Context: an optimization exercise on an open-source flow, tuned for small area, a short achievable clock period and few clock cycles. The choices shown serve that exercise and are no tape-out recipe.
No activity file was given, so power comes from the tool's default toggle rates.

Setup of v31:
Design RISC_SPM, start of the top module:
module RISC_SPM (clk, rst, mem_rdata, mem_addr, mem_wdata, mem_we, halted);
==> module RISC_SPM, before the edit <==
module RISC_SPM (clk, rst, mem_rdata, mem_addr, mem_wdata, mem_we, halted);
  input        clk, rst;
  input  [7:0] mem_rdata;
  output [7:0] mem_addr, mem_wdata;
  output       mem_we;
  output       halted;
  reg [7:0] R0, R1, R2, R3;
  reg [7:0] PC, MA;
  reg [2:0] iop;          
  reg [3:0] dstv;         
  reg [7:0] opA, opB;     
  reg       sA, sB, sD;   
  reg       sBn;          
  reg       k_sub;        
  reg       Z;
  reg       halted;
  wire i_add = (iop == 3'd1);
  wire i_sub = k_sub;
  wire i_and = (iop == 3'd3);
  wire i_not = (iop == 3'd4);
  wire ex    = i_add | i_sub | i_and | i_not;
  wire [7:0] bx = opB ^ {8{i_sub}};
  wire [7:0] p0 = opA ^ bx;
  wire [7:0] g0 = opA & bx;
  wire [8:0] G0 = {g0, i_sub}, P0 = {p0, 1'b0};
  wire [8:0] G1, P1, G2, P2, G3;
  genvar k;
  generate
    for (k = 0; k < 9; k = k + 1) begin : ks
      if (k >= 1) begin : a1
        assign G1[k] = G0[k] | P0[k] & G0[k-1]; assign P1[k] = P0[k] & P0[k-1];
      end else begin : b1
        assign G1[k] = G0[k]; assign P1[k] = P0[k];
      end
      if (k >= 2) begin : a2
        assign G2[k] = G1[k] | P1[k] & G1[k-2]; assign P2[k] = P1[k] & P1[k-2];
      end else begin : b2
        assign G2[k] = G1[k]; assign P2[k] = P1[k];
      end
      if (k >= 4) begin : a3
        assign G3[k] = G2[k] | P2[k] & G2[k-4];
      end else begin : b3
        assign G3[k] = G2[k];
      end
    end
  endgenerate
  wire [7:0] sum = p0 ^ G3[7:0];
  reg [7:0] alu;
  always @* begin
    case (iop)
      3'd1, 3'd2: alu = sum;
      3'd3:       alu = opA & opB;
      default:    alu = ~opB;
    endcase
  end
  wire [7:0] axb  = opA ^ opB;
  wire [7:0] aob  = opA | opB;
  wire       zadd = ~|(axb ^ {aob[6:0], 1'b0});
  wire       zsub = ~|axb;
  wire       zand = ~|(opA & opB);
  wire       znot = &opB;
  reg        zt;
  always @* begin
    case (iop)
      3'd1:    zt = zadd;
      3'd2:    zt = zsub;
      3'd3:    zt = zand;
      default: zt = znot;
    endcase
  end
  wire fF = ~sA & ~sD & ~halted & (~sB | sBn);
  wire bT = sB & ~sBn;                                     
  wire [3:0] fo     = mem_rdata[7:4];
  wire       f_two  = ~fo[3] & fo[2] & (fo[1] | fo[0]);    
  wire       f_brz  = (fo == 4'd8);
  wire       f_halt = fo[3] & (|fo[2:0]);
  wire d_rd = sD & (iop == 3'd5);
  wire d_wr = sD & (iop == 3'd6);
  wire d_br = sD & ~iop[2] | sD & iop[1] & iop[0];       
  wire [6:0] hi1 = PC[7:1] + 7'd1;
  wire [7:0] PC1 = {PC[0] ? hi1 : PC[7:1], ~PC[0]};
  wire [7:0] PC2 = {hi1, PC[0]};
  wire [3:0] wa = {4{ex}} & dstv;
  wire [3:0] wr = {4{d_rd}} & dstv;
  always @(posedge clk or negedge rst)
    if (!rst) begin
      R0 <= 8'd0; R1 <= 8'd0; R2 <= 8'd0; R3 <= 8'd0;
    end else begin
      R0 <= wa[0] ? alu : wr[0] ? mem_rdata : R0;
      R1 <= wa[1] ? alu : wr[1] ? mem_rdata : R1;
      R2 <= wa[2] ? alu : wr[2] ? mem_rdata : R2;
      R3 <= wa[3] ? alu : wr[3] ? mem_rdata : R3;
    end
  always @(posedge clk or negedge rst)
    if (!rst) Z <= 1'b0;
    else if (ex) Z <= zt;
  wire [1:0] fs = mem_rdata[3:2];
  wire [1:0] fd = mem_rdata[1:0];
  reg  [7:0] rS, rD;
  always @* begin
    case (fs)
      2'd0: rS = R0; 2'd1: rS = R1; 2'd2: rS = R2; default: rS = R3;
    endcase
    case (fd)
      2'd0: rD = R0; 2'd1: rD = R1; 2'd2: rD = R2; default: rD = R3;
    endcase
  end
  wire fwS = ex & dstv[fs];
  wire fwD = ex & dstv[fd];
  always @(posedge clk)
    if (fF) begin
      dstv <= 4'b1 << fd;
      opA  <= fwD ? alu : rD;
      opB  <= fwS ? alu : rS;
    end
  always @(posedge clk or negedge rst)
    if (!rst) begin
      PC <= 8'd0; MA <= 8'd0; iop <= 3'd0;
      sA <= 1'b0; sB <= 1'b0; sBn <= 1'b0; sD <= 1'b0; halted <= 1'b0; k_sub <= 1'b0;
    end else if (fF) begin
      iop  <= fo[2:0] & {3{~fo[3]}};    
      halted <= f_halt;
      MA <= PC1;
      PC <= f_brz ? PC2 : PC1;
      sA <= f_two;
      sB <= f_brz;
      sBn <= f_brz & ~(ex ? zt : Z);
      k_sub <= (fo == 4'd2);
    end else if (sA | bT) begin
      MA <= mem_rdata; sA <= 1'b0; sB <= 1'b0; sBn <= 1'b0; sD <= 1'b1;
      if (sA) PC <= PC1;
    end else if (sD) begin
      sD <= 1'b0;
      if (d_br) begin MA <= mem_rdata; PC <= mem_rdata; end
      else MA <= PC;
    end
  assign mem_addr  = sBn ? PC : MA;
  assign mem_wdata = opB;
  assign mem_we    = d_wr;
endmodule
clock: 5.0 ns
lec_check: 0
abc_area: 1
cap_margin: 20
core_margin: 2
core_utilization: 75
setup_slack_margin: 2.2
slew_margin: 20
standard.sh (not shown) runs the stock make flow with config.mk's settings and CLKGATE_MAP_FILE= SYNTH_SCRIPT=/design/flow/synth_recipe.tcl, a recipe that flattens the netlist after the stock synthesis.
==> flow/flow/run.sh <==
#!/bin/bash
# The standard layout (standard.sh) with two changes:
#  - the port buffers are buf_2 cells instead of the delay cell the resizer
#    picks by default (every port still gets its buffer);
#  - Yosys's abc step runs with flow/abc.script (or yosys's own default abc
#    script if the file says "default") instead of ORFS's script.
# Everything else, registers included, is ORFS's standard synthesis and flow.
set -euo pipefail
here=$(pwd)
export BUFFER_PORTS_ARGS="-buffer_cell sky130_fd_sc_hd__buf_2"
if [[ -f flow/abc.script ]]; then
  if grep -qx default flow/abc.script; then sc=default; else sc=$here/flow/abc.script; fi
  python3 - synth_recipe.tcl "$sc" <<'PY'
import sys
f, sc = sys.argv[1], sys.argv[2]
first, rest = open(f).read().split('\n', 1)
ov = """proc abc {args} {
  set i [lsearch -exact $args -script]
  if {$i >= 0} { set args [lreplace $args $i [expr {$i+1}]] }
  if {"%s" ne "default"} { set args [linsert $args 0 -script %s] }
  puts "abc override: $args"
  yosys abc {*}$args
}""" % (sc, sc)
open(f, 'w').write(first + '\n' + ov + '\n' + rest)
PY
fi
bash standard.sh finish > standard.log 2>&1
v31 reached the end of the flow, and the finished layout is clean on the timing, DRC and antenna checks.
--- input diff v31..v35 ---
diff --git a/flow/design.v b/flow/design.v
--- a/flow/design.v
+++ b/flow/design.v
@@ -4,24 +4,23 @@
   output [7:0] mem_addr, mem_wdata;
   output       mem_we;
   output       halted;
   reg [7:0] R0, R1, R2, R3;
   reg [7:0] PC, MA;
   reg [2:0] iop;          
-  reg [3:0] dstv;         
-  reg [7:0] opA, opB;     
+  reg [3:0] srcv, dstv;   
   reg       sA, sB, sD;   
-  reg       sBn;          
-  reg       k_sub;        
   reg       Z;
   reg       halted;
   wire i_add = (iop == 3'd1);
-  wire i_sub = k_sub;
+  wire i_sub = (iop == 3'd2);
   wire i_and = (iop == 3'd3);
   wire i_not = (iop == 3'd4);
   wire ex    = i_add | i_sub | i_and | i_not;
+  wire [7:0] opA = {8{dstv[0]}} & R0 | {8{dstv[1]}} & R1 | {8{dstv[2]}} & R2 | {8{dstv[3]}} & R3;
+  wire [7:0] opB = {8{srcv[0]}} & R0 | {8{srcv[1]}} & R1 | {8{srcv[2]}} & R2 | {8{srcv[3]}} & R3;
   wire [7:0] bx = opB ^ {8{i_sub}};
   wire [7:0] p0 = opA ^ bx;
   wire [7:0] g0 = opA & bx;
   wire [8:0] G0 = {g0, i_sub}, P0 = {p0, 1'b0};
   wire [8:0] G1, P1, G2, P2, G3;
   genvar k;
@@ -65,14 +64,14 @@
       3'd1:    zt = zadd;
       3'd2:    zt = zsub;
       3'd3:    zt = zand;
       default: zt = znot;
     endcase
   end
-  wire fF = ~sA & ~sD & ~halted & (~sB | sBn);
-  wire bT = sB & ~sBn;                                     
+  wire fF = ~sA & ~sD & ~halted & (~sB | ~Z);
+  wire bT = sB & Z;                                        
   wire [3:0] fo     = mem_rdata[7:4];
   wire       f_two  = ~fo[3] & fo[2] & (fo[1] | fo[0]);    
   wire       f_brz  = (fo == 4'd8);
   wire       f_halt = fo[3] & (|fo[2:0]);
   wire d_rd = sD & (iop == 3'd5);
   wire d_wr = sD & (iop == 3'd6);
@@ -91,50 +90,37 @@
       R2 <= wa[2] ? alu : wr[2] ? mem_rdata : R2;
       R3 <= wa[3] ? alu : wr[3] ? mem_rdata : R3;
     end
   always @(posedge clk or negedge rst)
     if (!rst) Z <= 1'b0;
     else if (ex) Z <= zt;
-  wire [1:0] fs = mem_rdata[3:2];
-  wire [1:0] fd = mem_rdata[1:0];
-  reg  [7:0] rS, rD;
-  always @* begin
-    case (fs)
-      2'd0: rS = R0; 2'd1: rS = R1; 2'd2: rS = R2; default: rS = R3;
-    endcase
-    case (fd)
-      2'd0: rD = R0; 2'd1: rD = R1; 2'd2: rD = R2; default: rD = R3;
-    endcase
-  end
-  wire fwS = ex & dstv[fs];
-  wire fwD = ex & dstv[fd];
   always @(posedge clk)
     if (fF) begin
-      dstv <= 4'b1 << fd;
-      opA  <= fwD ? alu : rD;
-      opB  <= fwS ? alu : rS;
+      srcv <= 4'b1 << mem_rdata[3:2];
+      dstv <= 4'b1 << mem_rdata[1:0];
     end
   always @(posedge clk or negedge rst)
     if (!rst) begin
       PC <= 8'd0; MA <= 8'd0; iop <= 3'd0;
-      sA <= 1'b0; sB <= 1'b0; sBn <= 1'b0; sD <= 1'b0; halted <= 1'b0; k_sub <= 1'b0;
+      sA <= 1'b0; sB <= 1'b0; sD <= 1'b0; halted <= 1'b0;
     end else if (fF) begin
       iop  <= fo[2:0] & {3{~fo[3]}};    
-      halted <= f_halt;
-      MA <= PC1;
-      PC <= f_brz ? PC2 : PC1;
-      sA <= f_two;
-      sB <= f_brz;
-      sBn <= f_brz & ~(ex ? zt : Z);
-      k_sub <= (fo == 4'd2);
+      sB   <= 1'b0;
+      if (f_halt) halted <= 1'b1;
+      else begin
+        MA <= PC1;
+        PC <= f_brz ? PC2 : PC1;
+        sA <= f_two;
+        sB <= f_brz;
+      end
     end else if (sA | bT) begin
-      MA <= mem_rdata; sA <= 1'b0; sB <= 1'b0; sBn <= 1'b0; sD <= 1'b1;
+      MA <= mem_rdata; sA <= 1'b0; sB <= 1'b0; sD <= 1'b1;
       if (sA) PC <= PC1;
     end else if (sD) begin
       sD <= 1'b0;
       if (d_br) begin MA <= mem_rdata; PC <= mem_rdata; end
       else MA <= PC;
     end
-  assign mem_addr  = sBn ? PC : MA;
+  assign mem_addr  = (sB & ~Z) ? PC : MA;
   assign mem_wdata = opB;
   assign mem_we    = d_wr;
 endmodule
==> run notes <==
The endpoint of the most critical setup path comes out R2[6] in one run and PC[3] in the other, namely in v35 and v31 respectively.
Aggregate routed wire length (higher): v31
v35 gives less placement row count than v31 did.
v35 — sequential share of layout area 3.1 points lower, v31 as reference
v35 ended up with a higher fraction of the cycle the final worst path needs than v31 did.
Summary of the comparison: global placement routability congestion is higher in v35, relative to v31.
Against v31, v35 reports a non-clock buffer area fraction after layout that is higher.
Taking v31 as the reference point, the inverter count of v35 falls by 11%.
Across both runs, mean area per synthesized cell was lower for v35 than for v31.
Compared with v31, v35 shows a lower share of total power in the clock network.
Sort v35 and v31 by normalized max-slew margin asc -> top: v31
The global routing met1 resource utilization of v35 is lower than that of v31.
Between v35 and v31, it is v35 whose register bit total from synthesis is lower, by about 18%.
v35 — layout overhead on the synthesized area 4.0 points higher, v31 as reference
v35 vs v31, combinational power went up by about 16%.
No functional check of the RTL was part of any run of this note.

[static timing again, ports no longer ideal]
No port has a modelled driver above. Below, the same layouts with a new extraction and two added sets of constraints. Step 1: set_driving_cell puts a clkbuf_16 on clk and a buf_2 on each other input, an assumption about the parent block. Step 2 moves the port delays by t, midway between the first and last clock arrival at a register: inputs arrive t later, outputs are due t later. That takes back most of the time a late clock gives input paths. Slacks: ideal / step 1 / step 2; pairs: ideal / step 1.
run	shift t [ns]	setup slack, ns	worst register clock-pin slew, ns	worst slew at a driven data input, ns	pins driven straight from the clock port
v31	0.396	2.326 / 2.293 / 2.326	0.09 / 0.09	0.03	1
v35	0.368	2.140 / 2.140 / 2.140	0.08 / 0.08	0.03	1
After both steps setup and hold are still met in every run listed.
